This design comes from an exercise in tuning for small area, a short achievable clock period and few clock cycles per item on the open sky130 flow, not from production work.
At most, simulation tests tie the RTL to the original design; equivalence was not proved.
No functional check of the RTL was part of runs 1 and 2.

==> flow/design.v (outline; a module is shown in full before it is edited, if it fits) <==
// module fpu_expand: 20 lines
// module fpu_rsh: 15 lines
// module fpu_clz: 43 lines
// module fpu_mul: 3634 lines
// module fpu_fadd: 73 lines
// module fpu_fcmp: 37 lines
// module fpu_padd: 40 lines
// module fpu_lt: 20 lines
// module fpu: 119 lines
module fpu (
    input wire clk,
    input wire rst,
    input wire [31:0] fpscr,
    input wire in_valid,
    input wire [15:0] in_raw,
    input wire [3:0] in_fop,
    input wire [31:0] in_frl,
    input wire [31:0] in_frh,
    input wire [31:0] in_fr0,
    output reg out_valid,
    output reg out_t,
    output reg out_t_wen,
    output reg [31:0] out_fpul,
    output reg out_fpul_wen,
    output reg out_wen,
    output reg [3:0] out_wdst,
    output reg out_wbank,
    output reg [31:0] out_wdata
);
  // ...
==> flow/run.sh <==
#!/bin/bash
# synth_recipe.tcl (not shown) runs the flow's synth.tcl, then flattens the netlist and writes it again
# the make line also repeats each setting of config.mk as NAME=value (left out here)
make -C /OpenROAD-flow-scripts/flow DESIGN_CONFIG=/design/flow/config.mk WORK_HOME=/design/flow/orfs CLKGATE_MAP_FILE= SYNTH_SCRIPT=/design/flow/synth_recipe.tcl finish
==> flow/config.mk <==
export PLATFORM = sky130hd
export DESIGN_NAME = fpu
export DESIGN_NICKNAME = fpu
export VERILOG_FILES = /design/flow/design.v
export SDC_FILE = /design/flow/constraint.sdc
export NUM_CORES = 4
export LEC_CHECK = 0
export ABC_AREA = 1
export CAP_MARGIN = 20
export CORE_MARGIN = 2
export CORE_UTILIZATION = 40
export PLACE_DENSITY = 0.6
export SLEW_MARGIN = 20
==> flow/constraint.sdc <==
create_clock -name core_clock -period 25.0 [get_ports {clk}]
set_input_delay 5.0000 -clock core_clock [delete_from_list [all_inputs] [get_ports {clk}]]
set_output_delay 5.0000 -clock core_clock [all_outputs]
set_load 0.01 [all_outputs]
==> results.txt, run 1 <==
Worst Path Arrival 11280 ps; multi-input logic portion of the cell area 73.21%; placed cell area 33330 sq um; final instance area 33640 sq um; Period Utilization, post-route 65.14%; inverters 942; CP endpoint out_wdata[22]; NonClk Buf Share 5.757%; data required time of the worst path 20000 ps; # setup viols final 0; Critical Path Source r_xh[25]; setup ws final 8716 ps; Metal-1 WL 44680 um; Synth Flop Type dfxtp_1; FFs w/ async S/R, synth 0%; sequential area share after synthesis 6.286%; Top cell by count, worst path nand2_1; status complete, no violations; most numerous cell in the Yosys netlist nand2_1; Placed Cells incl. Taps 5495; final antenna-violating net count 0; Root Driver clkbuf_16; met3 wire len 8599 um; Hold Path Depth 1; Syn Inst Count 4407
==> inputs of run 2 (changes only) <==
--- a/flow/config.mk
+++ b/flow/config.mk
@@ -10,4 +10,4 @@
 export CORE_MARGIN = 2
-export CORE_UTILIZATION = 40
-export PLACE_DENSITY = 0.6
+export CORE_UTILIZATION = 65
+export PLACE_DENSITY = 0.75
 export SLEW_MARGIN = 20
==> results.txt, run 2 <==
Metal-1 WL 37640 um (was 44680 um); Hold Path Depth 1 (unchanged); Syn Inst Count 4407 (unchanged); vias 29900 (was 28980); Root Driver clkbuf_16 (unchanged); sequential area share after synthesis 6.286% (unchanged); synthesis warning total 1 (unchanged); Post-synth EDFFs 0 (unchanged); share of post-route cells with drive strength above 1 3.771% (was 3.816%); # setup viols final 0 (unchanged); Die H 222.0 um (was 281.9 um); Slew Limit Fails 0 (unchanged); IO Port Bufs 147 (unchanged); Netlist Area Pre-Place 30890 sq um (unchanged); Critical Path Source r_xh[25] (unchanged); Period Utilization, post-route 67.34% (was 65.14%); DP HPWL 82100 um (was 87710 um); Post-Route WL 106200 um (was 111000 um); CTS Hold Bufs 0 (unchanged); Buf/Inv on CP 10 (was 11); core area 46750 sq um (was 76200 sq um); count of cell types in the netlist 64 (unchanged); Top cell by count, worst path nand2_1 (unchanged); area leader, netlist fa_1 (unchanged); final hold violation count 0 (unchanged); RSZ-0062 raised after global routing false (unchanged); multiplexer area fraction after synthesis 0.03240% (unchanged); Crit Path Max Fanout 48 (unchanged); post-synthesis xor/xnor area fraction 3.204% (unchanged); CTS sink cnt 97 (unchanged); Initial Utilization 66.08% (was 40.54%); Worst Tran Pin Value 847.5 ps (was 954.4 ps); largest reg by FF count r_xh (unchanged); main combinational cell family by area after synthesis adder cells (unchanged); CTS Buf Count 9 (unchanged); vias in the first global route 29850 (was 29300); critical path launch point type flop (unchanged); Final min period 16840 ps (was 16280 ps); Synth area leaders fa_1, nand2_1, inv_1 (unchanged); Levels on crit path 57 (was 59); Non-Filler Instances 5090 (was 5516); FFs w/ async S/R, synth 0% (unchanged); met3 wire len 11660 um (was 8599 um); Synth top area share 31.95% (unchanged); final antenna-violating net count 0 (unchanged); Synth Flop Type dfxtp_1 (unchanged); simple-gate share of the synthesized area 24.77% (unchanged); status complete, no violations (unchanged); number of synthesized register bits 97 (unchanged); DRC 0 (unchanged); Placed Cells incl. Taps 5071 (was 5495); P&R area growth vs syn 7.161% (was 8.898%); data required time of the worst path 20000 ps (about the same); largest net degree at the start of global routing 49 (unchanged); GPL Wtd Cong 1.017 (was 1.020); 1st-pass router iterations 8 (was 5); initial antenna violation count 2 (was 6); die area 49290 sq um (was 79470 sq um); vias per inst 5.875 (was 5.253); clock-pin slew on the worst setup and hold paths 80 ps (was 70 ps); Max Clock Freq 59.40 MHz (was 61.41 MHz); Worst path max stage delay 780 ps (was 590 ps); total track usage 43.53% (was 28.41%); Layout Nets 5360 (unchanged); Row Count 79 (was 101); CTS max path bufs 2 (unchanged); critical path's top delay family simple AND/OR/NAND/NOR gates (unchanged); Hold Path Class in2reg (unchanged); biggest regs r_xh (26), r_cf (23), r_me (10) (unchanged); Synth Area in Compound Gates 9.546% (unchanged); I/O pins 225 (unchanged); Filler cells 4041 (was 8000); commonest cells after routing, fill and taps aside nand2_1, inv_1, fa_1 (unchanged); worst relative slew slack 43.12% (was 35.70%); setup TNS 0 ps (unchanged); H-tree level count 3 (unchanged); drt wl/cell 20.86 um (was 20.12 um); top cells by count, synth nand2_1, inv_1, fa_1 (unchanged); critical path class reg2out (unchanged); DR iter-0 viols 3055 (was 2374); max reg flops 26 (unchanged); Synth Area in Adders 41.70% (unchanged); post-CTS sizing 0 (unchanged); commonest non-fill, non-tap cell in the layout nand2_1 (unchanged); Synth Area per Inst 7.010 sq um (unchanged); post-CTS setup buffer count 0 (unchanged); Worst Path Arrival 11840 ps (was 11280 ps); HP Start in_raw[9] (was fpscr[21]); Die Span X 222.0 um (was 281.9 um); crit path max-delay cell type clkinv_1 (was clkdlybuf4s50_1); Met2 Wirelength 48230 um (was 51610 um); CP Capture Type primary output (unchanged); uppermost layer routed met5 (unchanged); CTS tree built (unchanged); MaxCap Viol Count 0 (unchanged); total grt overflow 0 (unchanged); first-pass GRT wire length 164600 um (was 171700 um); most numerous cell in the Yosys netlist nand2_1 (unchanged)
## run 2: routing by layer
| metal | track usage [%] | up-vias |
|---|---|---|
| met1 | 52.04 | 13870 |
| met5 | 0 | - |
| met4 | 27.96 | 4 |
| li1 | - | 13570 |
| met2 | 71.58 | 1862 |
| met3 | 9.303 | 603 |
## run 2: through the flow
stage / worst slack [ps] / hold WS [ps] / cell area, sq um / utilization, %
global placement: 8875 / 5448 / 32790 / 70.13
CTS: 8323 / 5054 / 33090 / 70.77
global route: 7024 / 5058 / 33100 / 70.80
detailed placement: 8726 / 5456 / 32790 / 70.13
finish: 8164 / 5064 / 33110 / 70.81
floorplan: 11920 / 5028 / 31010 / -
## run 2: cell type report
class / instances / area [sq um] / share of cell area [%]
inverters: 942 / 3536 / 10.68
clock inverters: 7 / 70.07 / 0.2116
well taps: 607 / 759.5 / 2.294
diodes: 2 / 5.005 / 0.01512
clock buffers: 9 / 225.2 / 0.6803
flip-flops and latches: 97 / 1942 / 5.866
repair buffers: 209 / 1944 / 5.873
multi-input cells: 3217 / 24620 / 74.38
## run 2: logic make-up after synthesis
logic type / count (synthesis)
AOI/OAI and AO/OA: 518
xor gates and xnor gates: 113
adders and majority gates: 734
buffers and inverters: 1125
DFF: 97
muxes: 1
other: 2
and+or+nand+nor: 1817
## run 2: worst paths after layout
| kind | endpoint | slack (ps) |
|---|---|---|
| hold / removal | r_tag[1] | 5060 |
| setup / recovery | out_wdata[22] | 8160 |
==> module fpu_fadd, before the edit <==
module fpu_fadd (
    input wire [25:0] xh,       
    input wire xs,              
    input wire [9:0] me,        
    input wire ms,
    input wire mz,
    input wire mi,
    input wire mn,
    input wire cs,
    input wire [8:0] ce,
    input wire [22:0] cf,
    input wire cz,
    input wire ci,
    input wire cn,
    input wire neg0,            
    input wire neg1,            
    input wire ez0,             
    input wire ez1,
    input wire [4:0] sh0,       
    input wire [4:0] sh1,
    output wire [31:0] result
);
    wire x47 = xh[25];
    wire [24:0] af = x47 ? {xh[24:1], xh[0] | xs} : {xh[23:0], xs};
    wire [9:0] ae = me + {9'd0, x47};
    wire [9:0] be = {ce[8], ce};
    wire neg = x47 ? neg1 : neg0;
    wire ez = x47 ? ez1 : ez0;
    wire [4:0] sh = x47 ? sh1 : sh0;
    wire [25:0] a_ext = {1'b1, af};
    wire [25:0] b_ext = {1'b1, cf, 2'b00};
    wire flt, feq_unused;
    fpu_lt #(.W(25)) cmp (.a(af), .b({cf, 2'b00}), .lt(flt), .eq(feq_unused));
    wire swap = neg | (ez & flt);
    wire [25:0] shd;
    fpu_rsh rsh (.data(neg ? a_ext : b_ext), .shamt(sh), .shifted(shd));
    wire [25:0] aa = swap ? b_ext : a_ext;
    wire [25:0] bb = (ez & flt) ? a_ext : shd;
    wire same = (ms == cs);
    wire [26:0] sum;
    wire cout_unused;
    fpu_padd #(.W(27)) add (
        .a({1'b0, aa}),
        .b(same ? {1'b0, bb} : {1'b1, ~bb}),
        .cin(!same),
        .s(sum),
        .cout(cout_unused)
    );
    wire [25:0] trunc = {sum[26:2], sum[1] | sum[0]};
    wire [4:0] cnt;
    wire normzero;
    fpu_clz clz (.data(trunc), .count(cnt), .zero(normzero));
    wire [25:0] norm = trunc << cnt;
    wire [9:0] base = swap ? be : ae;
    wire signed [12:0] tg = $signed({3'b0, base}) + 13'sd1 - $signed({8'b0, cnt});
    wire ovf_g = tg > 13'sd128;
    wire [7:0] exp_g = base[7:0] + 8'd128 - {3'd0, cnt};
    wire ovf_b = be > 10'd128;
    wire ovf_a = ae > 10'd128;
    wire [7:0] exp_b = be[7:0] + 8'd127;
    wire [7:0] exp_a = ae[7:0] + 8'd127;
    wire sign = mz ? cs : cz ? ms : normzero ? 1'b0 : swap ? cs : ms;
    wire [7:0] exp8 = mz ? exp_b : cz ? exp_a : exp_g;
    wire [22:0] frac = mz ? cf : cz ? af[24:2] : norm[24:2];
    wire ovf = mz ? ovf_b : cz ? ovf_a : ovf_g;
    wire is_nan = mn | cn;
    wire is_inf = mi | ci;
    wire is_zero = !is_nan && ((mz && cz) || normzero);
    assign result = (is_zero || is_inf) ? {sign, exp8, frac} :
                    is_nan ? {sign, 8'hff, 23'h3fffff} :
                    ovf ? {sign, 8'hff, 23'h0} :
                    {sign, exp8, frac};
endmodule
==> module fpu, before the edit <==
module fpu (
    input wire clk,
    input wire rst,
    input wire [31:0] fpscr,
    input wire in_valid,
    input wire [15:0] in_raw,
    input wire [3:0] in_fop,
    input wire [31:0] in_frl,
    input wire [31:0] in_frh,
    input wire [31:0] in_fr0,
    output reg out_valid,
    output reg out_t,
    output reg out_t_wen,
    output reg [31:0] out_fpul,
    output reg out_fpul_wen,
    output reg out_wen,
    output reg [3:0] out_wdst,
    output reg out_wbank,
    output reg [31:0] out_wdata
);
    wire arith = in_valid && ((in_fop == 4'd0) || (in_fop == 4'd5) ||
                              (in_fop == 4'd6) || (in_fop == 4'd8));
    wire sel_fmac = in_fop[0];
    wire sel_fmul = in_fop[1];
    wire sel_mul = in_fop[2];    
    wire sel_sub = in_fop[3];
    wire cmp_eq, cmp_gt;
    fpu_fcmp fcmp (.a(in_frh), .b(in_frl), .eq(cmp_eq), .gt(cmp_gt));
    always @(*) begin
        out_t_wen = in_valid && ((in_fop == 4'd1) || (in_fop == 4'd2));
        out_t = in_fop[0] ? cmp_eq : cmp_gt;
        out_fpul_wen = 1'b0;
        out_fpul = 32'b0;
        out_wen = 1'b1;
    end
    wire [31:0] wa = sel_fmac ? in_fr0 : in_frh;
    wire [31:0] wc = sel_fmac ? in_frh : in_frl;
    wire [7:0] a_e = wa[30:23];
    wire [7:0] b_e = sel_mul ? in_frl[30:23] : 8'd127;
    wire [22:0] b_f = sel_mul ? in_frl[22:0] : 23'd0;
    wire a_fz = (wa[22:0] == 23'd0);
    wire b_fz = (b_f == 23'd0);
    wire a_z = (a_e == 8'd0) && a_fz;
    wire a_i = (a_e == 8'hff) && a_fz;
    wire a_n = (a_e == 8'hff) && !a_fz;
    wire b_z = (b_e == 8'd0) && b_fz;
    wire b_i = (b_e == 8'hff) && b_fz;
    wire b_n = (b_e == 8'hff) && !b_fz;
    wire [25:0] p_hi;
    wire p_st;
    fpu_mul mul (.a({1'b1, wa[22:0]}), .b({1'b1, b_f}), .hi(p_hi), .sticky(p_st));
    wire p_n = a_n || b_n || ((a_i || b_i) && (a_z || b_z));
    wire p_i = !p_n && (a_i || b_i);
    wire p_z = !p_n && (a_z || b_z);
    wire p_s = wa[31] ^ (sel_mul & in_frl[31]);
    wire [9:0] p_e = {2'b0, a_e} + {2'b0, b_e} - 10'd254;
    wire c_s = sel_fmul ? p_s : (wc[31] ^ sel_sub);
    wire [7:0] c_e = sel_fmul ? 8'd0 : wc[30:23];
    wire [22:0] c_f = sel_fmul ? 23'd0 : wc[22:0];
    wire c_fz = (c_f == 23'd0);
    wire c_z = (c_e == 8'd0) && c_fz;
    wire c_i = (c_e == 8'hff) && c_fz;
    wire c_n = (c_e == 8'hff) && !c_fz;
    wire [8:0] c_e9 = {1'b0, c_e} - 9'd127;
    wire signed [10:0] d0 = $signed({p_e[9], p_e}) - $signed({{2{c_e9[8]}}, c_e9});
    wire signed [10:0] d1 = d0 + 11'sd1;
    wire [10:0] ad0 = d0[10] ? -d0 : d0;
    wire [10:0] ad1 = d1[10] ? -d1 : d1;
    wire [4:0] s0 = (ad0 > 11'd31) ? 5'd31 : ad0[4:0];
    wire [4:0] s1 = (ad1 > 11'd31) ? 5'd31 : ad1[4:0];
    reg r_valid;
    reg [4:0] r_tag;
    reg [25:0] r_xh;
    reg r_xs;
    reg [9:0] r_me;
    reg r_ms, r_mz, r_mi, r_mn;
    reg r_cs;
    reg [8:0] r_ce;
    reg [22:0] r_cf;
    reg r_cz, r_ci, r_cn;
    reg r_neg0, r_neg1, r_ez0, r_ez1;
    reg [4:0] r_sh0, r_sh1;
    always @(posedge clk) begin
        r_valid <= arith && !rst;
        r_tag <= {fpscr[21], in_raw[11:8]};
        r_xh <= p_hi;
        r_xs <= p_st;
        r_me <= p_e;
        r_ms <= p_s;
        r_mz <= p_z;
        r_mi <= p_i;
        r_mn <= p_n;
        r_cs <= c_s;
        r_ce <= c_e9;
        r_cf <= c_f;
        r_cz <= c_z;
        r_ci <= c_i;
        r_cn <= c_n;
        r_neg0 <= d0[10];
        r_neg1 <= d1[10];
        r_ez0 <= (d0 == 11'sd0);
        r_ez1 <= (d1 == 11'sd0);
        r_sh0 <= s0;
        r_sh1 <= s1;
    end
    wire [31:0] result;
    fpu_fadd fadd (
        .xh(r_xh), .xs(r_xs), .me(r_me), .ms(r_ms), .mz(r_mz), .mi(r_mi), .mn(r_mn),
        .cs(r_cs), .ce(r_ce), .cf(r_cf), .cz(r_cz), .ci(r_ci), .cn(r_cn),
        .neg0(r_neg0), .neg1(r_neg1), .ez0(r_ez0), .ez1(r_ez1), .sh0(r_sh0), .sh1(r_sh1),
        .result(result)
    );
    always @(*) begin
        out_valid = r_valid;
        out_wdst = r_tag[3:0];
        out_wbank = r_tag[4];
        out_wdata = result;
    end
endmodule
==> inputs of run 3 (changes only) <==
--- a/flow/design.v
+++ b/flow/design.v
@@ -3721,5 +3721,4 @@
 module fpu_fadd (
-    input wire [25:0] xh,       
-    input wire xs,              
-    input wire [9:0] me,        
+    input wire [24:0] af,       
+    input wire [9:0] ae,        
     input wire ms,
@@ -3734,36 +3733,35 @@
     input wire cn,
-    input wire neg0,            
-    input wire neg1,            
-    input wire ez0,             
-    input wire ez1,
-    input wire [4:0] sh0,       
-    input wire [4:0] sh1,
+    input wire neg,             
+    input wire ez,              
+    input wire [4:0] sh,        
     output wire [31:0] result
 );
-    wire x47 = xh[25];
-    wire [24:0] af = x47 ? {xh[24:1], xh[0] | xs} : {xh[23:0], xs};
-    wire [9:0] ae = me + {9'd0, x47};
     wire [9:0] be = {ce[8], ce};
-    wire neg = x47 ? neg1 : neg0;
-    wire ez = x47 ? ez1 : ez0;
-    wire [4:0] sh = x47 ? sh1 : sh0;
     wire [25:0] a_ext = {1'b1, af};
     wire [25:0] b_ext = {1'b1, cf, 2'b00};
-    wire flt, feq_unused;
-    fpu_lt #(.W(25)) cmp (.a(af), .b({cf, 2'b00}), .lt(flt), .eq(feq_unused));
-    wire swap = neg | (ez & flt);
     wire [25:0] shd;
     fpu_rsh rsh (.data(neg ? a_ext : b_ext), .shamt(sh), .shifted(shd));
-    wire [25:0] aa = swap ? b_ext : a_ext;
-    wire [25:0] bb = (ez & flt) ? a_ext : shd;
+    wire [25:0] aa = neg ? b_ext : a_ext;
     wire same = (ms == cs);
-    wire [26:0] sum;
-    wire cout_unused;
-    fpu_padd #(.W(27)) add (
+    wire [26:0] sum1;
+    wire co1_unused;
+    fpu_padd #(.W(27)) add1 (
         .a({1'b0, aa}),
-        .b(same ? {1'b0, bb} : {1'b1, ~bb}),
+        .b(same ? {1'b0, shd} : {1'b1, ~shd}),
         .cin(!same),
-        .s(sum),
-        .cout(cout_unused)
+        .s(sum1),
+        .cout(co1_unused)
     );
+    wire [26:0] sum2;
+    wire co2_unused;
+    fpu_padd #(.W(27)) add2 (
+        .a({1'b0, b_ext}),
+        .b({1'b1, ~a_ext}),
+        .cin(1'b1),
+        .s(sum2),
+        .cout(co2_unused)
+    );
+    wire flip = ez & !same & sum1[26];
+    wire swap = neg | flip;
+    wire [26:0] sum = flip ? sum2 : sum1;
     wire [25:0] trunc = {sum[26:2], sum[1] | sum[0]};
@@ -3773,3 +3771,3 @@
     wire [25:0] norm = trunc << cnt;
-    wire [9:0] base = swap ? be : ae;
+    wire [9:0] base = neg ? be : ae;
     wire signed [12:0] tg = $signed({3'b0, base}) + 13'sd1 - $signed({8'b0, cnt});
@@ -3968,7 +3966,10 @@
     wire [4:0] s1 = (ad1 > 11'd31) ? 5'd31 : ad1[4:0];
+    wire x47 = p_hi[25];
+    wire [24:0] p_f = x47 ? {p_hi[24:1], p_hi[0] | p_st} : {p_hi[23:0], p_st};
+    wire [9:0] p_e1 = p_e + 10'd1;
+    wire [9:0] p_en = x47 ? p_e1 : p_e;
     reg r_valid;
     reg [4:0] r_tag;
-    reg [25:0] r_xh;
-    reg r_xs;
-    reg [9:0] r_me;
+    reg [24:0] r_af;
+    reg [9:0] r_ae;
     reg r_ms, r_mz, r_mi, r_mn;
@@ -3978,4 +3979,4 @@
     reg r_cz, r_ci, r_cn;
-    reg r_neg0, r_neg1, r_ez0, r_ez1;
-    reg [4:0] r_sh0, r_sh1;
+    reg r_neg, r_ez;
+    reg [4:0] r_sh;
     always @(posedge clk) begin
@@ -3983,5 +3984,4 @@
         r_tag <= {fpscr[21], in_raw[11:8]};
-        r_xh <= p_hi;
-        r_xs <= p_st;
-        r_me <= p_e;
+        r_af <= p_f;
+        r_ae <= p_en;
         r_ms <= p_s;
@@ -3996,8 +3996,5 @@
         r_cn <= c_n;
-        r_neg0 <= d0[10];
-        r_neg1 <= d1[10];
-        r_ez0 <= (d0 == 11'sd0);
-        r_ez1 <= (d1 == 11'sd0);
-        r_sh0 <= s0;
-        r_sh1 <= s1;
+        r_neg <= x47 ? d1[10] : d0[10];
+        r_ez <= x47 ? (d1 == 11'sd0) : (d0 == 11'sd0);
+        r_sh <= x47 ? s1 : s0;
     end
@@ -4005,5 +4002,5 @@
     fpu_fadd fadd (
-        .xh(r_xh), .xs(r_xs), .me(r_me), .ms(r_ms), .mz(r_mz), .mi(r_mi), .mn(r_mn),
+        .af(r_af), .ae(r_ae), .ms(r_ms), .mz(r_mz), .mi(r_mi), .mn(r_mn),
         .cs(r_cs), .ce(r_ce), .cf(r_cf), .cz(r_cz), .ci(r_ci), .cn(r_cn),
-        .neg0(r_neg0), .neg1(r_neg1), .ez0(r_ez0), .ez1(r_ez1), .sh0(r_sh0), .sh1(r_sh1),
+        .neg(r_neg), .ez(r_ez), .sh(r_sh),
         .result(result)
==> flow/flow/run.sh (new file) <==
#!/bin/bash
set -euo pipefail
bash standard.sh SETUP_SLACK_MARGIN=12 finish > standard_flow.log 2>&1
==> flow/standard.sh (new file) <==
#!/bin/bash
# synth_recipe.tcl (not shown) runs the flow's synth.tcl, then flattens the netlist and writes it again
# the make line also repeats each setting of config.mk as NAME=value (left out here)
make -C /OpenROAD-flow-scripts/flow DESIGN_CONFIG=/design/flow/config.mk WORK_HOME=/design/flow/orfs CLKGATE_MAP_FILE= SYNTH_SCRIPT=/design/flow/synth_recipe.tcl "${@:-finish}"
--- a/flow/config.mk
+++ b/flow/config.mk
@@ -10,4 +10,4 @@
 export CORE_MARGIN = 2
-export CORE_UTILIZATION = 65
-export PLACE_DENSITY = 0.75
+export CORE_UTILIZATION = 40
+export PLACE_DENSITY = 0.6
 export SLEW_MARGIN = 20
removed: flow/run.sh
==> results.txt, run 3 <==
status complete, no violations (unchanged); biggest regs r_af (25), r_cf (23), r_ae (10) (was r_xh (26), r_cf (23), r_me (10)); Period Utilization, post-route 51.47% (was 67.34%); largest reg by FF count r_af (was r_xh); total track usage 28.88% (was 43.53%); CP Capture Type primary output (unchanged); Syn Inst Count 4423 (was 4407); count of cell types in the netlist 66 (was 64); vias 30270 (was 29900); 1st-pass router iterations 8 (unchanged); Row Count 102 (was 79); Crit Path Max Fanout 3 (was 48); critical path cell sequence clkdlybuf4s50_1, inv_1, ha_1, nand4_1, nor3_2, nand2_2, o2111ai_4, a2111oi_4, xor2_1, o21ai_1, nand2_1, a211oi_2, a21oi_1, o2111ai_1, o21ai_1, buf_2; Synth Area per Inst 7.012 sq um (was 7.010 sq um); data required time of the worst path 20000 ps (about the same); CTS Hold Bufs 0 (unchanged); Initial Utilization 40.24% (was 66.08%); final hold violation count 0 (unchanged); number of synthesized register bits 88 (was 97); GPL Wtd Cong 1.014 (was 1.017); I/O pins 225 (unchanged); H-tree level count 3 (unchanged); CTS max path bufs 2 (unchanged); HP Start in_raw[11] (was in_raw[9]); first-pass GRT wire length 174800 um (was 164600 um); Synth area leaders fa_1, nand2_1, inv_1 (unchanged); initial antenna violation count 0 (was 2); drt wl/cell 20.32 um (was 20.86 um); largest net degree at the start of global routing 41 (was 49); clock-pin slew on the worst setup and hold paths 70 ps (was 80 ps); Synth top area share 32.01% (was 31.95%); Final min period 12870 ps (was 16840 ps); Worst Path Arrival 7870 ps (was 11840 ps); Root Driver clkbuf_16 (unchanged); MaxCap Viol Count 0 (unchanged); Buf/Inv on CP 3 (was 10); CTS sink cnt 88 (was 97); critical path launch point type input pin (was flop); CTS tree built (unchanged); Post-Route WL 115900 um (was 106200 um); crit path max-delay cell type clkdlybuf4s50_1 (was clkinv_1); P&R area growth vs syn 17.86% (was 7.161%); Post-synth EDFFs 0 (unchanged); Critical Path Source in_frh[14] (was r_xh[25]); RSZ-0062 raised after global routing true (was false); top cells by count, synth nand2_1, inv_1, fa_1 (unchanged); max reg flops 25 (was 26); Netlist Area Pre-Place 31020 sq um (was 30890 sq um); Die Span X 282.5 um (was 222.0 um); CTS Buf Count 9 (unchanged); fin util 47.42% (was 70.81%); Worst Tran Pin Value 943.5 ps (was 847.5 ps); area leader, netlist fa_1 (unchanged); worst relative slew slack 36.87% (was 43.12%); final antenna-violating net count 0 (unchanged); vias in the first global route 29720 (was 29850); Layout Nets 5544 (was 5360); Die H 282.5 um (was 222.0 um); Synth Flop Type dfxtp_1 (unchanged); setup TNS 0 ps (unchanged); most numerous cell in the Yosys netlist nand2_1 (unchanged); critical path class in2out (was reg2out); vias per inst 5.309 (was 5.875); share of post-route cells with drive strength above 1 13.04% (was 3.771%); Hold Path Class in2reg (unchanged); sequential area share after synthesis 5.680% (was 6.286%); die area 79780 sq um (was 49290 sq um); Max Clock Freq 77.71 MHz (was 59.40 MHz); synthesis warning total 1 (unchanged); IO Port Bufs 147 (unchanged); Slew Limit Fails 0 (unchanged); FFs w/ async S/R, synth 0% (unchanged); DRC 0 (unchanged); # setup viols final 0 (unchanged); Worst path max stage delay 580 ps (was 780 ps); Top cell by count, worst path o21ai_1 (was nand2_1); DR iter-0 viols 2615 (was 3055); DP HPWL 85910 um (was 82100 um); total grt overflow 0 (unchanged); commonest cells after routing, fill and taps aside inv_1, nand2_1, fa_1 (was nand2_1, inv_1, fa_1); core area 77080 sq um (was 46750 sq um); critical path's top delay family compound AO/OA/AOI/OAI gates (was simple AND/OR/NAND/NOR gates); commonest non-fill, non-tap cell in the layout inv_1 (was nand2_1)
-- run 3: metrics by stage --
stage	std cells	setup WS (ps)	hold WS [ps]	cell area (sq um)
2_1_floorplan	4455	12800	5028	31140
3_3_place_gp	5510	9314	5449	33380
4_1_cts	5608	12000	5049	35000
5_1_grt	5701	11860	5059	36550
3_5_place_dp	5510	9248	5452	33380
6_report	5702	12130	5070	36560
-- run 3: what timing repair did --
item / in CTS / in global routing
resized for setup: 268 / 278
buffers inserted: 66 / 90
gates cloned: 16 / 2
endpoints found under the setup margin: 75 / 68
pin swaps: 34 / 90
-- run 3: worst paths after layout --
check | end | slack, ps | cells after the start
setup / recovery | out_t | 12130 | 16
hold / removal | r_tag[3] | 5070 | 1
-- run 3: cell families (layout without fill, tap and decap cells) --
family	Yosys count	count (layout)	synth area share (%)
compound gates	523	523	9.581
buf+inv	1143	1343	14.75
mux	10	10	0.3227
simple gates	1791	1797	24.26
other cells	2	35	0.02421
flops	88	88	5.680
fa+ha+maj	737	737	41.74
xor+xnor	129	129	3.643
-- run 3: final cells by class --
cell class,instances,area [sq um]
Fill cell,7871,40530
Multi-Input combinational cell,3230,25900
Inverter,954,3797
Timing Repair Buffer,365,3392
Sequential cell,88,1789
Tap cell,1040,1301
Clock buffer,9,225.2
Timing Repair inverter,8,76.32
Clock inverter,7,72.57
Antenna cell,1,2.502
-- run 3: per-layer routing --
layer,global-route usage (%),share of wire (%),wire [um]
met2,48.07,46,53610
met1,37.26,40,46070
met5,0,0,0
met3,3.923,8.4,9743
met4,13.13,5.6,6452
Testbench counts of run 3, summed over its fixed seeds: cycles 2,056, ops 2,048.
==> inputs of run 4 (changes only) <==
==> flow/run.sh (new file) <==
#!/bin/bash
# synth_recipe.tcl (not shown) runs the flow's synth.tcl, then flattens the netlist and writes it again
# the make line also repeats each setting of config.mk as NAME=value (left out here)
make -C /OpenROAD-flow-scripts/flow DESIGN_CONFIG=/design/flow/config.mk WORK_HOME=/design/flow/orfs CLKGATE_MAP_FILE= SYNTH_SCRIPT=/design/flow/synth_recipe.tcl finish
removed: flow/flow/run.sh
removed: flow/standard.sh
==> results.txt, run 4 <==
vias 28860 (was 30270); Max Clock Freq 61.64 MHz (was 77.71 MHz); CTS max path bufs 2 (unchanged); Layout Nets 5369 (was 5544); IO Port Bufs 147 (unchanged); Synth area leaders fa_1, nand2_1, inv_1 (unchanged); status complete, no violations (unchanged); placed cell area 33380 sq um (unchanged); worst relative slew slack 29.47% (was 36.87%); Worst path max stage delay 680 ps (was 580 ps); data required time of the worst path 20000 ps (about the same); Syn Inst Count 4423 (unchanged); DP HPWL 85910 um (unchanged); Synth Area per Inst 7.012 sq um (unchanged); Root Driver clkbuf_16 (unchanged); CTS sink cnt 88 (unchanged); Post-Route WL 108700 um (was 115900 um); DR iter-0 viols 2309 (was 2615); Final min period 16220 ps (was 12870 ps); core area 77080 sq um (unchanged); initial antenna violation count 0 (unchanged); Row Count 102 (unchanged); commonest cells after routing, fill and taps aside nand2_1, inv_1, fa_1 (was inv_1, nand2_1, fa_1); CP Capture Type primary output (unchanged); Post-synth EDFFs 0 (unchanged); Netlist Area Pre-Place 31020 sq um (unchanged); share of post-route cells with drive strength above 1 3.946% (was 13.04%); Synth top area share 32.01% (unchanged); largest net degree at the start of global routing 70 (was 41); critical path launch point type flop (was input pin); final instance area 33680 sq um (was 36560 sq um); crit path max-delay cell type o21ai_1 (was clkdlybuf4s50_1); multi-input logic area 24830 sq um (was 25900 sq um); max reg flops 25 (unchanged); P&R area growth vs syn 8.593% (was 17.86%); Die Span X 282.5 um (unchanged); Crit Path Max Fanout 69 (was 3); Worst Path Arrival 11220 ps (was 7870 ps); CTS Buf Count 9 (unchanged); top cells by count, synth nand2_1, inv_1, fa_1 (unchanged); synthesis warning total 1 (unchanged); count of cell types in the netlist 66 (unchanged); post-CTS setup buffer count 0 (was 66); commonest non-fill, non-tap cell in the layout nand2_1 (was inv_1); Top cell by count, worst path nor2_1 (was o21ai_1); Period Utilization, post-route 64.90% (was 51.47%); Critical Path Source r_neg (was in_frh[14]); largest reg by FF count r_af (unchanged); post-CTS sizing 0 (was 268); critical path's top delay family simple AND/OR/NAND/NOR gates (was compound AO/OA/AOI/OAI gates); register cell area after layout 1763 sq um (was 1789 sq um); setup TNS 0 ps (unchanged); most numerous cell in the Yosys netlist nand2_1 (unchanged); GPL Wtd Cong 1.014 (unchanged); critical path class reg2out (was in2out); drt wl/cell 19.67 um (was 20.32 um); final hold violation count 0 (unchanged); Initial Utilization 40.24% (unchanged); H-tree level count 3 (unchanged); 1st-pass router iterations 6 (was 8); Die H 282.5 um (unchanged); vias per inst 5.222 (was 5.309); Slew Limit Fails 0 (unchanged); first-pass GRT wire length 168200 um (was 174800 um); Hold Path Class in2reg (unchanged); Buf/Inv on CP 8 (was 3); Filler cells 8077 (was 7871); die area 79780 sq um (unchanged); Worst Tran Pin Value 1049 ps (was 943.5 ps); RSZ-0062 raised after global routing false (was true); number of synthesized register bits 88 (unchanged); Levels on crit path 54 (was 16); area leader, netlist fa_1 (unchanged); sequential area share after synthesis 5.680% (unchanged); CTS tree built (unchanged); final antenna-violating net count 0 (unchanged); FFs w/ async S/R, synth 0% (unchanged); # setup viols final 0 (unchanged); CP endpoint out_wdata[6] (was out_t); total track usage 27.65% (was 28.88%); total grt overflow 0 (unchanged); vias in the first global route 28910 (was 29720); Synth Flop Type dfxtp_1 (unchanged); Hold Slack 5068 ps (was 5070 ps); fin util 43.69% (was 47.42%); clock-pin slew on the worst setup and hold paths 70 ps (about the same); biggest regs r_af (25), r_cf (23), r_ae (10) (unchanged); CTS Hold Bufs 0 (unchanged); I/O pins 225 (unchanged); MaxCap Viol Count 0 (unchanged); DRC 0 (unchanged)
==> run 4: cell count changes in the layout (fill, tap and decap cells not counted), moves of 16 or more <==
cell and delta:
buf_4 -120, buf_6 -22, clkinvlp_4 -32, nand2_1 +46, clkinv_1 +20, a21oi_1 +16, o21ai_0 +53, clkdlybuf4s50_1 +52
nand2_2 -30, nor2_1 +18, o21ai_1 -16, inv_1 +34, dlymetal6s2s_1 -18, o21ai_2 -32
==> run 4: per-layer routing <==
layer	GRT usage, %	vias up	share of wire [%]
li1	-	13540	-
met1	36.21	13840	41
met2	46.31	1220	47
met3	4.130	262	8.2
met4	9.944	0	4.0
met5	0	-	0
==> run 4: worst min-delay path by stage <==
stage	startpoint	end	slack [ps]	cells after the start
4_1_cts	in_raw[11]	r_tag[3]	5050	1
3_5_place_dp	in_raw[11]	r_tag[3]	5450	1
5_1_grt	in_raw[11]	r_tag[3]	5060	1
2_1_floorplan	in_raw[8]	r_tag[0]	5030	0
3_3_place_gp	in_raw[11]	r_tag[3]	5450	1
6_report	in_raw[11]	r_tag[3]	5070	1
==> run 4: stage by stage <==
step                      setup slack (ps)  instances
after global placement                9314       5510
after floorplan                      12800       4455
final                                 8776       5527
after CTS                             8827       5526
after detailed placement              9248       5510
after global routing                  7747       5526
==> run 4: cells by family after synthesis <==
kind of cell,synth area share (%)
adder cells (fa/ha/maj),41.74
other,0.02421
XOR/XNOR,3.643
AND/OR/NAND/NOR,24.26
flip-flops,5.680
AO/OA/AOI/OAI,9.581
buffers and inverters,14.75
multiplexers,0.3227
==> run 4: area by class of cell <==
type                            instances  area share (%)
Clock buffer                            9          0.6687
Tap cell                             1040           3.863
Sequential cell                        88           5.234
Antenna cell                            1        0.007430
Multi-Input combinational cell       3224           73.72
Inverter                              954           10.65
Timing Repair Buffer                  204           5.639
Clock inverter                          7          0.2155
==> inputs of run 5 (changes only) <==
--- a/flow/design.v
+++ b/flow/design.v
@@ -3721,15 +3721,16 @@
 module fpu_fadd (
-    input wire [24:0] af,       
-    input wire [9:0] ae,        
-    input wire ms,
-    input wire mz,
-    input wire mi,
-    input wire mn,
-    input wire cs,
-    input wire [8:0] ce,
-    input wire [22:0] cf,
-    input wire cz,
-    input wire ci,
-    input wire cn,
-    input wire neg,             
+    input wire [24:0] big,      
+    input wire [24:0] sml,    
+    input wire [9:0] base,      
+    input wire [7:0] zexp,      
+    input wire zovf,            
+    input wire zsign,           
+    input wire zbig,            
+    input wire sbig,            
+    input wire cs,              
+    input wire same,            
+    input wire spec,            
+    input wire nan,             
+    input wire inf,             
+    input wire zz,              
     input wire ez,              
@@ -3738,9 +3739,6 @@
 );
-    wire [9:0] be = {ce[8], ce};
-    wire [25:0] a_ext = {1'b1, af};
-    wire [25:0] b_ext = {1'b1, cf, 2'b00};
+    wire [25:0] b_ext = {1'b1, big};
+    wire [25:0] s_ext = {1'b1, sml};
     wire [25:0] shd;
-    fpu_rsh rsh (.data(neg ? a_ext : b_ext), .shamt(sh), .shifted(shd));
-    wire [25:0] aa = neg ? b_ext : a_ext;
-    wire same = (ms == cs);
+    fpu_rsh rsh (.data(s_ext), .shamt(sh), .shifted(shd));
     wire [26:0] sum1;
@@ -3748,3 +3746,3 @@
     fpu_padd #(.W(27)) add1 (
-        .a({1'b0, aa}),
+        .a({1'b0, b_ext}),
         .b(same ? {1'b0, shd} : {1'b1, ~shd}),
@@ -3757,4 +3755,4 @@
     fpu_padd #(.W(27)) add2 (
-        .a({1'b0, b_ext}),
-        .b({1'b1, ~a_ext}),
+        .a({1'b0, s_ext}),
+        .b({1'b1, ~b_ext}),
         .cin(1'b1),
@@ -3764,3 +3762,2 @@
     wire flip = ez & !same & sum1[26];
-    wire swap = neg | flip;
     wire [26:0] sum = flip ? sum2 : sum1;
@@ -3771,3 +3768,2 @@
     wire [25:0] norm = trunc << cnt;
-    wire [9:0] base = neg ? be : ae;
     wire signed [12:0] tg = $signed({3'b0, base}) + 13'sd1 - $signed({8'b0, cnt});
@@ -3775,15 +3771,9 @@
     wire [7:0] exp_g = base[7:0] + 8'd128 - {3'd0, cnt};
-    wire ovf_b = be > 10'd128;
-    wire ovf_a = ae > 10'd128;
-    wire [7:0] exp_b = be[7:0] + 8'd127;
-    wire [7:0] exp_a = ae[7:0] + 8'd127;
-    wire sign = mz ? cs : cz ? ms : normzero ? 1'b0 : swap ? cs : ms;
-    wire [7:0] exp8 = mz ? exp_b : cz ? exp_a : exp_g;
-    wire [22:0] frac = mz ? cf : cz ? af[24:2] : norm[24:2];
-    wire ovf = mz ? ovf_b : cz ? ovf_a : ovf_g;
-    wire is_nan = mn | cn;
-    wire is_inf = mi | ci;
-    wire is_zero = !is_nan && ((mz && cz) || normzero);
-    assign result = (is_zero || is_inf) ? {sign, exp8, frac} :
-                    is_nan ? {sign, 8'hff, 23'h3fffff} :
+    wire sign = spec ? zsign : normzero ? 1'b0 : flip ? cs : sbig;
+    wire [7:0] exp8 = spec ? zexp : exp_g;
+    wire [22:0] frac = spec ? (zbig ? big[24:2] : sml[24:2]) : norm[24:2];
+    wire ovf = spec ? zovf : ovf_g;
+    wire is_zero = !nan && (zz || normzero);
+    assign result = (is_zero || inf) ? {sign, exp8, frac} :
+                    nan ? {sign, 8'hff, 23'h3fffff} :
                     ovf ? {sign, 8'hff, 23'h0} :
@@ -3918,5 +3908,7 @@
                               (in_fop == 4'd6) || (in_fop == 4'd8));
-    wire sel_fmac = in_fop[0];
+    wire sel_fmac_a = in_fop[0];                  
+    wire sel_fmac_c = in_fop[2] & !in_fop[1];     
     wire sel_fmul = in_fop[1];
-    wire sel_mul = in_fop[2];    
+    wire sel_mul = in_fop[2];                     
+    wire sel_mul_e = in_fop[0] | in_fop[1];       
     wire sel_sub = in_fop[3];
@@ -3931,6 +3923,6 @@
     end
-    wire [31:0] wa = sel_fmac ? in_fr0 : in_frh;
-    wire [31:0] wc = sel_fmac ? in_frh : in_frl;
+    wire [31:0] wa = sel_fmac_a ? in_fr0 : in_frh;
+    wire [31:0] wc = sel_fmac_c ? in_frh : in_frl;
     wire [7:0] a_e = wa[30:23];
-    wire [7:0] b_e = sel_mul ? in_frl[30:23] : 8'd127;
+    wire [7:0] b_e = sel_mul_e ? in_frl[30:23] : 8'd127;
     wire [22:0] b_f = sel_mul ? in_frl[22:0] : 23'd0;
@@ -3950,3 +3942,3 @@
     wire p_z = !p_n && (a_z || b_z);
-    wire p_s = wa[31] ^ (sel_mul & in_frl[31]);
+    wire p_s = wa[31] ^ (sel_mul_e & in_frl[31]);
     wire [9:0] p_e = {2'b0, a_e} + {2'b0, b_e} - 10'd254;
@@ -3970,12 +3962,24 @@
     wire [9:0] p_en = x47 ? p_e1 : p_e;
+    wire [9:0] be = {c_e9[8], c_e9};
+    wire neg = x47 ? d1[10] : d0[10];    
+    wire ez = x47 ? (d1 == 11'sd0) : (d0 == 11'sd0);
+    wire [24:0] c_fx = {c_f, 2'b00};
+    wire [24:0] big = neg ? c_fx : p_f;
+    wire [24:0] sml = neg ? p_f : c_fx;
+    wire [9:0] base = neg ? be : p_en;
+    wire [9:0] z_e0 = p_z ? be : p_e;
+    wire [9:0] z_e1 = p_z ? be : p_e1;
+    wire [7:0] z_exp = x47 ? z_e1[7:0] + 8'd127 : z_e0[7:0] + 8'd127;
+    wire z_ovf = x47 ? (z_e1 > 10'd128) : (z_e0 > 10'd128);
+    wire z_sign = p_z ? c_s : p_s;
+    wire z_big = (p_z == neg);            
     reg r_valid;
     reg [4:0] r_tag;
-    reg [24:0] r_af;
-    reg [9:0] r_ae;
-    reg r_ms, r_mz, r_mi, r_mn;
-    reg r_cs;
-    reg [8:0] r_ce;
-    reg [22:0] r_cf;
-    reg r_cz, r_ci, r_cn;
-    reg r_neg, r_ez;
+    reg [24:0] r_big, r_sml;
+    reg [9:0] r_base;
+    reg [7:0] r_zexp;
+    reg r_zovf, r_zsign, r_zbig;
+    reg r_sbig, r_cs, r_same;
+    reg r_spec, r_nan, r_inf, r_zz;
+    reg r_ez;
     reg [4:0] r_sh;
@@ -3984,16 +3988,17 @@
         r_tag <= {fpscr[21], in_raw[11:8]};
-        r_af <= p_f;
-        r_ae <= p_en;
-        r_ms <= p_s;
-        r_mz <= p_z;
-        r_mi <= p_i;
-        r_mn <= p_n;
+        r_big <= big;
+        r_sml <= sml;
+        r_base <= base;
+        r_zexp <= z_exp;
+        r_zovf <= z_ovf;
+        r_zsign <= z_sign;
+        r_zbig <= z_big;
+        r_sbig <= neg ? c_s : p_s;
         r_cs <= c_s;
-        r_ce <= c_e9;
-        r_cf <= c_f;
-        r_cz <= c_z;
-        r_ci <= c_i;
-        r_cn <= c_n;
-        r_neg <= x47 ? d1[10] : d0[10];
-        r_ez <= x47 ? (d1 == 11'sd0) : (d0 == 11'sd0);
+        r_same <= (p_s == c_s);
+        r_spec <= p_z | c_z;
+        r_nan <= p_n | c_n;
+        r_inf <= p_i | c_i;
+        r_zz <= p_z & c_z;
+        r_ez <= ez;
         r_sh <= x47 ? s1 : s0;
@@ -4002,5 +4007,7 @@
     fpu_fadd fadd (
-        .af(r_af), .ae(r_ae), .ms(r_ms), .mz(r_mz), .mi(r_mi), .mn(r_mn),
-        .cs(r_cs), .ce(r_ce), .cf(r_cf), .cz(r_cz), .ci(r_ci), .cn(r_cn),
-        .neg(r_neg), .ez(r_ez), .sh(r_sh),
+        .big(r_big), .sml(r_sml), .base(r_base),
+        .zexp(r_zexp), .zovf(r_zovf), .zsign(r_zsign), .zbig(r_zbig),
+        .sbig(r_sbig), .cs(r_cs), .same(r_same),
+        .spec(r_spec), .nan(r_nan), .inf(r_inf), .zz(r_zz),
+        .ez(r_ez), .sh(r_sh),
         .result(result)
==> flow/flow/run.sh (new file) <==
#!/bin/bash
set -euo pipefail
bash standard.sh SETUP_SLACK_MARGIN=13.5 "BUFFER_PORTS_ARGS=-buffer_cell sky130_fd_sc_hd__buf_4" finish > standard_flow.log 2>&1
==> flow/standard.sh (new file) <==
#!/bin/bash
# synth_recipe.tcl (not shown) runs the flow's synth.tcl, then flattens the netlist and writes it again
# the make line also repeats each setting of config.mk as NAME=value (left out here)
make -C /OpenROAD-flow-scripts/flow DESIGN_CONFIG=/design/flow/config.mk WORK_HOME=/design/flow/orfs CLKGATE_MAP_FILE= SYNTH_SCRIPT=/design/flow/synth_recipe.tcl "${@:-finish}"
removed: flow/run.sh
==> results.txt, run 5 <==
crit path max-delay cell type fa_2 (was o21ai_1); DRC 0 (unchanged); largest net degree at the start of global routing 70 (unchanged); final hold violation count 0 (unchanged); most numerous cell in the Yosys netlist nand2_1 (unchanged); drt wl/cell 22.22 um (was 19.67 um); IO Port Bufs 147 (unchanged); total grt overflow 0 (unchanged); status complete, no violations (unchanged); commonest non-fill, non-tap cell in the layout inv_1 (was nand2_1); Worst Path Arrival 7470 ps (was 11220 ps); first-pass GRT wire length 194200 um (was 168200 um); 1st-pass router iterations 7 (was 6); vias per inst 5.506 (was 5.222); RSZ-0062 raised after global routing true (was false); Synth area leaders fa_1, nand2_1, inv_1 (unchanged); CTS Buf Count 9 (unchanged); CTS sink cnt 90 (was 88); sequential area share after synthesis 5.749% (was 5.680%); Post-synth EDFFs 0 (unchanged); P&R area growth vs syn 27.08% (was 8.593%); pre-CTS setup slack 9395 ps (was 9248 ps); Post-Route WL 131200 um (was 108700 um); count of cell types in the netlist 69 (was 66); Crit Path Max Fanout 25 (was 69); Root Driver clkbuf_16 (unchanged); Filler cells 7482 (was 8077); core area 77470 sq um (was 77080 sq um); CTS Hold Bufs 0 (unchanged); die area 80610 sq um (was 79780 sq um); Synth Area per Inst 7.002 sq um (was 7.012 sq um); commonest cells after routing, fill and taps aside inv_1, nand2_1, fa_1 (was nand2_1, inv_1, fa_1); vias 32520 (was 28860); final antenna-violating net count 0 (unchanged); top cells by count, synth nand2_1, inv_1, fa_1 (unchanged); Synth top area share 31.75% (was 32.01%); Final min period 12470 ps (was 16220 ps); DP HPWL 92110 um (was 85910 um); data required time of the worst path 20000 ps (about the same); H-tree level count 3 (unchanged); clock-pin slew on the worst setup and hold paths 70 ps (about the same); Die H 283.9 um (was 282.5 um); number of synthesized register bits 90 (was 88); Syn Inst Count 4476 (was 4423); Period Utilization, post-route 49.88% (was 64.90%); setup ws final 12530 ps (was 8776 ps); critical path launch point type flop (unchanged); GPL Wtd Cong 0.9758 (was 1.014); CTS tree built (unchanged); worst relative slew slack 25.80% (was 29.47%); # setup viols final 0 (unchanged); MaxCap Viol Count 0 (unchanged); critical path class reg2out (unchanged); Initial Utilization 40.46% (was 40.24%); biggest regs r_big (25), r_sml (25), r_base (10) (was r_af (25), r_cf (23), r_ae (10)); Die Span X 283.9 um (was 282.5 um); Layout Nets 5746 (was 5369); Worst Tran Pin Value 1113 ps (was 1049 ps); setup TNS 0 ps (unchanged); FFs w/ async S/R, synth 0% (unchanged); Max Clock Freq 80.19 MHz (was 61.64 MHz); share of post-route cells with drive strength above 1 22.73% (was 3.946%); Synth Flop Type dfxtp_1 (unchanged); Hold Path Class in2reg (unchanged); area leader, netlist fa_1 (unchanged); DR iter-0 viols 3374 (was 2309); Buf/Inv on CP 10 (was 8); Row Count 102 (unchanged); initial antenna violation count 5 (was 0); CP Capture Type primary output (unchanged); synthesis warning total 1 (unchanged); CTS max path bufs 2 (unchanged); Worst path max stage delay 410 ps (was 680 ps); critical path's top delay family simple AND/OR/NAND/NOR gates (unchanged); vias in the first global route 31800 (was 28910); I/O pins 225 (unchanged); Slew Limit Fails 0 (unchanged); Netlist Area Pre-Place 31340 sq um (was 31020 sq um); total track usage 31.75% (was 27.65%)
-- run 5: changes by cell type in the layout (fill, tap and decap cells not counted), sizes merged, moves of 28 or more --
cell,previous run,this run
o22ai,32,4
nand2,934,973
buf,57,499
o21ai,247,291
clkdlybuf4s50,147,0
nand3,208,238
inv,930,884
-- run 5: path summary, 6_finish.rpt --
check	startpoint	endpoint	slack (ps)	depth (start not counted)
min	fpscr[21]	r_tag[4]	4760	1
max	r_sh[1]	out_wdata[16]	12530	53
-- run 5: cell families after synthesis --
group | after synthesis | share of synthesized area [%]
AND/OR/NAND/NOR | 1840 | 24.96
buffers and inverters | 1108 | 14.03
adder cells (fa/ha/maj) | 739 | 41.40
AO/OA/AOI/OAI | 554 | 9.825
XOR/XNOR | 138 | 3.856
flip-flops | 90 | 5.749
multiplexers | 5 | 0.1597
other | 2 | 0.02396
-- run 5: per-stage QoR --
| step | cell area, sq um | std cells | hold WS, ps | util, % |
|---|---|---|---|---|
| 6_report | 39830 | 5906 | 4758 | 51.41 |
| 3_5_place_dp | 33640 | 5555 | 5106 | 43.42 |
| 3_3_place_gp | 33630 | 5555 | 5105 | 43.41 |
| 4_1_cts | 38080 | 5824 | 4748 | 49.15 |
| 5_1_grt | 39820 | 5902 | 4747 | 51.40 |
| 2_1_floorplan | 32210 | 4508 | 5028 | - |
-- run 5: cell type report --
class                   count  area [sq um]  share of cell area, %
well taps                1040          1301                  3.267
flip-flops and latches     90          1812                  4.549
repair inverters           13         167.7                 0.4209
repair buffers            500          4786                  12.02
clock inverters             6         56.30                 0.1414
multi-input cells        3329         27720                  69.60
clock buffers              10         239.0                 0.6000
inverters                 914          3735                  9.377
diodes                      4         10.01                0.02513
-- run 5: metal layers --
layer | wire [um] | share of wire [%] | GRT usage (%)
met1 | 50450 | 38 | 40.59
met2 | 57290 | 44 | 49.68
met3 | 14250 | 11 | 7.315
met4 | 9189 | 7.0 | 17.26
met5 | 43 | 0.033 | 0
-- run 5: what timing repair did --
action | 4_1_cts | 5_1_grt
resized for setup | 475 | 297
pin swaps | 134 | 132
cloned | 42 | 0
buffers inserted | 211 | 78
setup endpoints to repair | 110 | 109
Testbench counts of run 5, summed over its fixed seeds: cycles 2,056, ops 2,048.
==> inputs of run 6 (changes only) <==
==> flow/flow/run.sh (replaced) <==
#!/bin/bash
set -euo pipefail
bash standard.sh SETUP_SLACK_MARGIN=12.5 "BUFFER_PORTS_ARGS=-buffer_cell sky130_fd_sc_hd__buf_4" finish > standard_flow.log 2>&1
==> results.txt, run 6 <==
Die H 283.9 um (unchanged); multi-input logic area 26870 sq um (was 27720 sq um); CP Capture Type primary output (unchanged); MaxCap Viol Count 0 (unchanged); CTS sink cnt 90 (unchanged); DRC 0 (unchanged); IO Port Bufs 147 (unchanged); critical path launch point type flop (unchanged); Max Clock Freq 79.42 MHz (was 80.19 MHz); CTS max path bufs 2 (unchanged); setup TNS 0 ps (unchanged); simple-gate share of the synthesized area 24.96% (unchanged); CTS tree built (unchanged); vias per inst 5.444 (was 5.506); data required time of the worst path 20000 ps (about the same); Synth Area in Adders 41.40% (unchanged); P&R area growth vs syn 23.39% (was 27.08%); Layout Nets 5718 (was 5746); Netlist Area Pre-Place 31340 sq um (unchanged); Syn Inst Count 4476 (unchanged); Filler cells 7615 (was 7482); synthesis warning total 1 (unchanged); GPL Wtd Cong 0.9765 (was 0.9758); I/O pins 225 (unchanged); Synth Area in Compound Gates 9.825% (unchanged); # setup viols final 0 (unchanged); first-pass GRT wire length 186900 um (was 194200 um); final antenna-violating net count 0 (unchanged); Synth Area per Inst 7.002 sq um (unchanged); total track usage 30.37% (was 31.75%); Post-synth EDFFs 0 (unchanged); final hold violation count 0 (unchanged); Row Count 102 (unchanged); RSZ-0062 raised after global routing true (unchanged); multiplexer area fraction after synthesis 0.1597% (unchanged); top cells by count, synth nand2_1, inv_1, fa_1 (unchanged); clock-pin slew on the worst setup and hold paths 80 ps (was 70 ps); die area 80610 sq um (unchanged); Buf/Inv on CP 31 (was 10); main combinational cell family by area after synthesis adder cells (unchanged); Top cell by count, worst path buf_4; share of post-route cells with drive strength above 1 19.82% (was 22.73%); area leader, netlist fa_1 (unchanged); post-synthesis xor/xnor area fraction 3.856% (unchanged); H-tree level count 3 (unchanged); count of cell types in the netlist 69 (unchanged); initial antenna violation count 3 (was 5); Synth area leaders fa_1, nand2_1, inv_1 (unchanged); Hold Slack 4746 ps (was 4758 ps); Hold Path Class in2reg (unchanged); Crit Path Max Fanout 8 (was 25); commonest non-fill, non-tap cell in the layout nand2_1 (was inv_1); worst relative slew slack 14.93% (was 25.80%); DR iter-0 viols 3626 (was 3374); Synth Flop Type dfxtp_1 (unchanged); Final min period 12590 ps (was 12470 ps); met2 Use GR 46.70% (was 49.68%); Root Driver clkbuf_16 (unchanged); 1st-pass router iterations 5 (was 7); total grt overflow 0 (unchanged); number of synthesized register bits 90 (unchanged); commonest cells after routing, fill and taps aside nand2_1, inv_1, fa_1 (was inv_1, nand2_1, fa_1); FFs w/ async S/R, synth 0% (unchanged); Period Utilization, post-route 50.36% (was 49.88%); biggest regs r_big (25), r_sml (25), r_base (10) (unchanged); status complete, no violations (unchanged); Slew Limit Fails 0 (unchanged); Worst path max stage delay 430 ps (was 410 ps); most numerous cell in the Yosys netlist nand2_1 (unchanged); DP HPWL 91160 um (was 92110 um); sequential area share after synthesis 5.749% (unchanged); Initial Utilization 40.46% (unchanged); Worst Tran Pin Value 1264 ps (was 1113 ps); vias in the first global route 30760 (was 31800); CTS Buf Count 9 (unchanged); Synth top area share 31.75% (unchanged); met3 Resource Use GR 6.656% (was 7.315%); critical path's top delay family buffers and inverters (was simple AND/OR/NAND/NOR gates); drt wl/cell 21.74 um (was 22.22 um); core area 77470 sq um (unchanged); Die Span X 283.9 um (unchanged); vias 31990 (was 32520); crit path max-delay cell type dfxtp_4 (was fa_2); Post-Route WL 127700 um (was 131200 um); register cell area after layout 1808 sq um (was 1812 sq um); met1 Track Usage GR 41.02% (was 40.59%); largest net degree at the start of global routing 52 (was 70); Worst Path Arrival 7590 ps (was 7470 ps); critical path class reg2out (unchanged); grt peak-use layer met2 (unchanged)
-- run 6: cell count changes in the layout (fill, tap and decap cells not counted), moves of 13 or more --
cell,change
buf_4,+18
buf_6,-21
inv_1,+17
inv_2,-13
nand2_1,+41
nand2_2,-34
o21ai_0,+21
o21ai_2,-14
-- run 6: routing by layer --
metal  vias up  share of wire, %
li1      14410                 -
met4         2               5.4
met3       395                11
met1     15340                40
met2      1830                43
met5         -             0.013
-- run 6: area by class of cell --
| class | instances | area share (%) |
|---|---|---|
| Antenna cell | 1 | 0.006471 |
| Clock buffer | 9 | 0.5824 |
| Clock inverter | 7 | 0.1877 |
| Inverter | 914 | 9.477 |
| Multi-Input combinational cell | 3315 | 69.48 |
| Sequential cell | 90 | 4.675 |
| Tap cell | 1040 | 3.365 |
| Timing Repair Buffer | 497 | 12.19 |
| Timing Repair inverter | 2 | 0.03883 |
-- run 6: logic make-up after synthesis --
group | after synthesis
simple gates | 1840
fa+ha+maj | 739
flops | 90
other cells | 2
mux | 5
compound gates | 554
buf+inv | 1108
xor+xnor | 138
-- run 6: final timing paths --
path       from  depth (start not counted)             to  slack [ps]
max     r_sh[0]                         56  out_wdata[22]       12410
min   in_raw[9]                          1       r_tag[1]        4750
-- run 6: repair_timing --
item	in CTS	in global routing
pin swaps	71	126
setup buffers	144	120
setup endpoints to repair	109	107
resized for setup	265	411
hold buffers	0	0
cloned	18	13
-- run 6: through the flow --
stage / area (sq um) / util, % / worst slack, ps / std cells
detailed placement: 33400 / 43.11 / 9595 / 5563
global placement: 33400 / 43.11 / 9661 / 5563
global route: 38670 / 49.92 / 12070 / 5874
floorplan: 31540 / - / 12500 / 4508
finish: 38670 / 49.92 / 12410 / 5875
CTS: 36190 / 46.71 / 12480 / 5741
==> inputs of run 7 (changes only) <==
==> flow/flow/run.sh (replaced) <==
#!/bin/bash

set -euo pipefail
bash standard.sh SETUP_SLACK_MARGIN=12 finish > standard_flow.log 2>&1
--- a/flow/config.mk
+++ b/flow/config.mk
@@ -7,3 +7,2 @@
 export LEC_CHECK = 0
-export ABC_AREA = 1
 export CAP_MARGIN = 20
==> results.txt, run 7 <==
status complete, no violations (unchanged); die area 83770 sq um (was 80610 sq um); Worst path max stage delay 590 ps (was 430 ps); RSZ-0062 raised after global routing true (unchanged); HP Start in_raw[9] (unchanged); critical path class reg2out (unchanged); Initial Utilization 40.46% (about the same); final antenna-violating net count 0 (unchanged); Row Count 104 (was 102); Hold Path Class in2reg (unchanged); sequential area share after synthesis 5.529% (was 5.749%); FFs w/ async S/R, synth 0% (unchanged); CTS max path bufs 2 (unchanged); commonest non-fill, non-tap cell in the layout inv_1 (was nand2_1); commonest cells after routing, fill and taps aside inv_1, nor2_1, fa_1 (was nand2_1, inv_1, fa_1); most numerous cell in the Yosys netlist inv_1 (was nand2_1); setup ws final 11700 ps (was 12410 ps); Synth top area share 30.53% (was 31.75%); MaxCap Viol Count 0 (unchanged); drt wl/cell 24.25 um (was 21.74 um); Worst Path Arrival 8300 ps (was 7590 ps); vias in the first global route 30830 (was 30760); Syn Inst Count 4149 (was 4476); biggest regs r_big (25), r_sml (25), r_base (10) (unchanged); synthesis warning total 1 (unchanged); total track usage 31.31% (was 30.37%); crit path max-delay cell type or4_4 (was dfxtp_4); first-pass GRT wire length 195400 um (was 186900 um); Synth area leaders fa_1, ha_1, inv_1 (was fa_1, nand2_1, inv_1); count of cell types in the netlist 102 (was 69); Die H 289.4 um (was 283.9 um); placed cell area 35070 sq um (was 33400 sq um); CTS sink cnt 90 (unchanged); core area 80550 sq um (was 77470 sq um); Post-synth EDFFs 0 (unchanged); Crit Path Max Fanout 8 (unchanged); Critical Path Source r_sh[0] (unchanged); clock-pin slew on the worst setup and hold paths 70 ps (was 80 ps); DR iter-0 viols 3224 (was 3626); final instance area 39910 sq um (was 38670 sq um); CTS Buf Count 9 (unchanged); initial antenna violation count 4 (was 3); final hold violation count 0 (unchanged); DP HPWL 98190 um (was 91160 um); P&R area growth vs syn 22.48% (was 23.39%); Post-Route WL 133800 um (was 127700 um); total grt overflow 0 (unchanged); share of post-route cells with drive strength above 1 18.83% (was 19.82%); worst relative slew slack 22.08% (was 14.93%); Synth Area per Inst 7.854 sq um (was 7.002 sq um); data required time of the worst path 20000 ps (about the same); top cells by count, synth inv_1, nor2_1, fa_1 (was nand2_1, inv_1, fa_1); I/O pins 225 (unchanged); Slew Limit Fails 0 (unchanged); setup TNS 0 ps (unchanged); Hold Path Depth 1 (unchanged); Max Clock Freq 75.19 MHz (was 79.42 MHz); Layout Nets 5335 (was 5718); GPL Wtd Cong 0.9952 (was 0.9765); pre-CTS setup slack 7624 ps (was 9595 ps); fin util 49.55% (was 49.92%); Die Span X 289.4 um (was 283.9 um); largest net degree at the start of global routing 77 (was 52); number of synthesized register bits 90 (unchanged); CTS Hold Bufs 0 (unchanged); critical path launch point type flop (unchanged); Top cell by count, worst path buf_4 (unchanged); 1st-pass router iterations 9 (was 5); CTS tree built (unchanged); H-tree level count 3 (unchanged); area leader, netlist fa_1 (unchanged); DRC 0 (unchanged); Hold Path End r_tag[1] (unchanged); Synth Flop Type dfxtp_1 (unchanged); Period Utilization, post-route 53.20% (was 50.36%); CP Capture Type primary output (unchanged); Final min period 13300 ps (was 12590 ps); vias 31700 (was 31990); Netlist Area Pre-Place 32590 sq um (was 31340 sq um); Worst Tran Pin Value 1164 ps (was 1264 ps); vias per inst 5.747 (was 5.444); # setup viols final 0 (unchanged); IO Port Bufs 147 (unchanged); Root Driver clkbuf_16 (unchanged)
## run 7: cells by family (layout without fill, tap and decap cells)
family / count (synthesis) / count (layout) / synth area share (%)
AOI/OAI and AO/OA: 669 / 670 / 13.56
muxes: 215 / 215 / 6.900
other: 2 / 38 / 0.02305
buffers and inverters: 921 / 1190 / 11.26
adders and majority gates: 740 / 740 / 39.85
DFF: 90 / 90 / 5.529
and+or+nand+nor: 1359 / 1359 / 18.78
xor gates and xnor gates: 153 / 153 / 4.112
## run 7: metrics by stage
step	hold WS, ps	std cells
global route	5083	5512
global placement	5449	5235
CTS	5075	5428
detailed placement	5452	5235
floorplan	5028	4181
finish	5083	5515
## run 7: per-layer routing
layer  part of all wire, %  GRT usage (%)  up-vias
met1                    41          43.00    15480
met4                   5.1          13.40        0
met5                     0              0        -
li1                      -              -    14000
met2                    42          46.86     1840
met3                    12          7.567      375
## run 7: what timing repair did
item                       CTS  global route
pin swaps                  115           120
buffers inserted           167            76
cloned                      10             7
gates resized for setup    697           240
setup endpoints to repair  110           103
## run 7: layout make-up
| cell class | instances | area, sq um |
|---|---|---|
| fill | 7765 | 40630 |
| multi-input combinational | 3171 | 28870 |
| timing repair buffer | 473 | 4702 |
| inverter | 700 | 2867 |
| sequential | 90 | 1808 |
| tap | 1060 | 1326 |
| clock buffer | 10 | 229.0 |
| clock inverter | 6 | 97.59 |
| antenna | 4 | 10.01 |
| timing repair inverter | 1 | 8.758 |
## run 7: how the worst max path moves through the flow
stage	to	slack [ps]
final	out_wdata[20]	11700
after global routing	out_wdata[22]	11360
after CTS	out_wdata[22]	11740
after detailed placement	out_wdata[22]	7620
after global placement	out_wdata[22]	7700
after floorplan	r_zexp[7]	12000
## run 7: critical path, delay by kind of cell (launching register included)
family | cells | cell delay (ps)
xor gates and xnor gates | 2 | 500
adders and majority gates | 2 | 480
muxes | 2 | 250
and+or+nand+nor | 10 | 1910
DFF | 1 | 370
buffers and inverters | 10 | 1640
AOI/OAI and AO/OA | 14 | 2780

[afterwards: timing with drivers on the ports]
The results above use ideal ports. As a check the final layouts listed here were re-extracted and re-timed, cells and wires unchanged.
Step 1 assumes that a clkbuf_16 drives the clock port and a buf_2 every other input.
Step 2 also shifts input and output timing later by t, the mid clock arrival at the registers, as if the neighbouring blocks saw the same clock.
Slacks: ideal ports / drivers / drivers and shift; pairs: ideal ports / drivers.
run	t (ns)	setup slack, ns	worst register clock-pin slew, ns
run 1	0.411	8.716 / 8.670 / 9.081	0.08 / 0.08
run 2	0.415	8.164 / 8.113 / 8.528	0.08 / 0.08
run 3	0.422	12.132 / 12.080 / 12.025	0.08 / 0.08
run 4	0.418	8.776 / 8.729 / 9.147	0.08 / 0.08
run 5	0.383	12.530 / 12.484 / 12.111	0.07 / 0.07
run 6	0.386	12.409 / 12.366 / 12.005	0.08 / 0.08
run 7	0.387	11.701 / 11.660 / 11.475	0.07 / 0.07
After both steps every run listed still meets setup and hold. For run 5, which loses most, drivers alone change the setup slack by -0.046 ns; drivers and shift together by -0.419 ns.
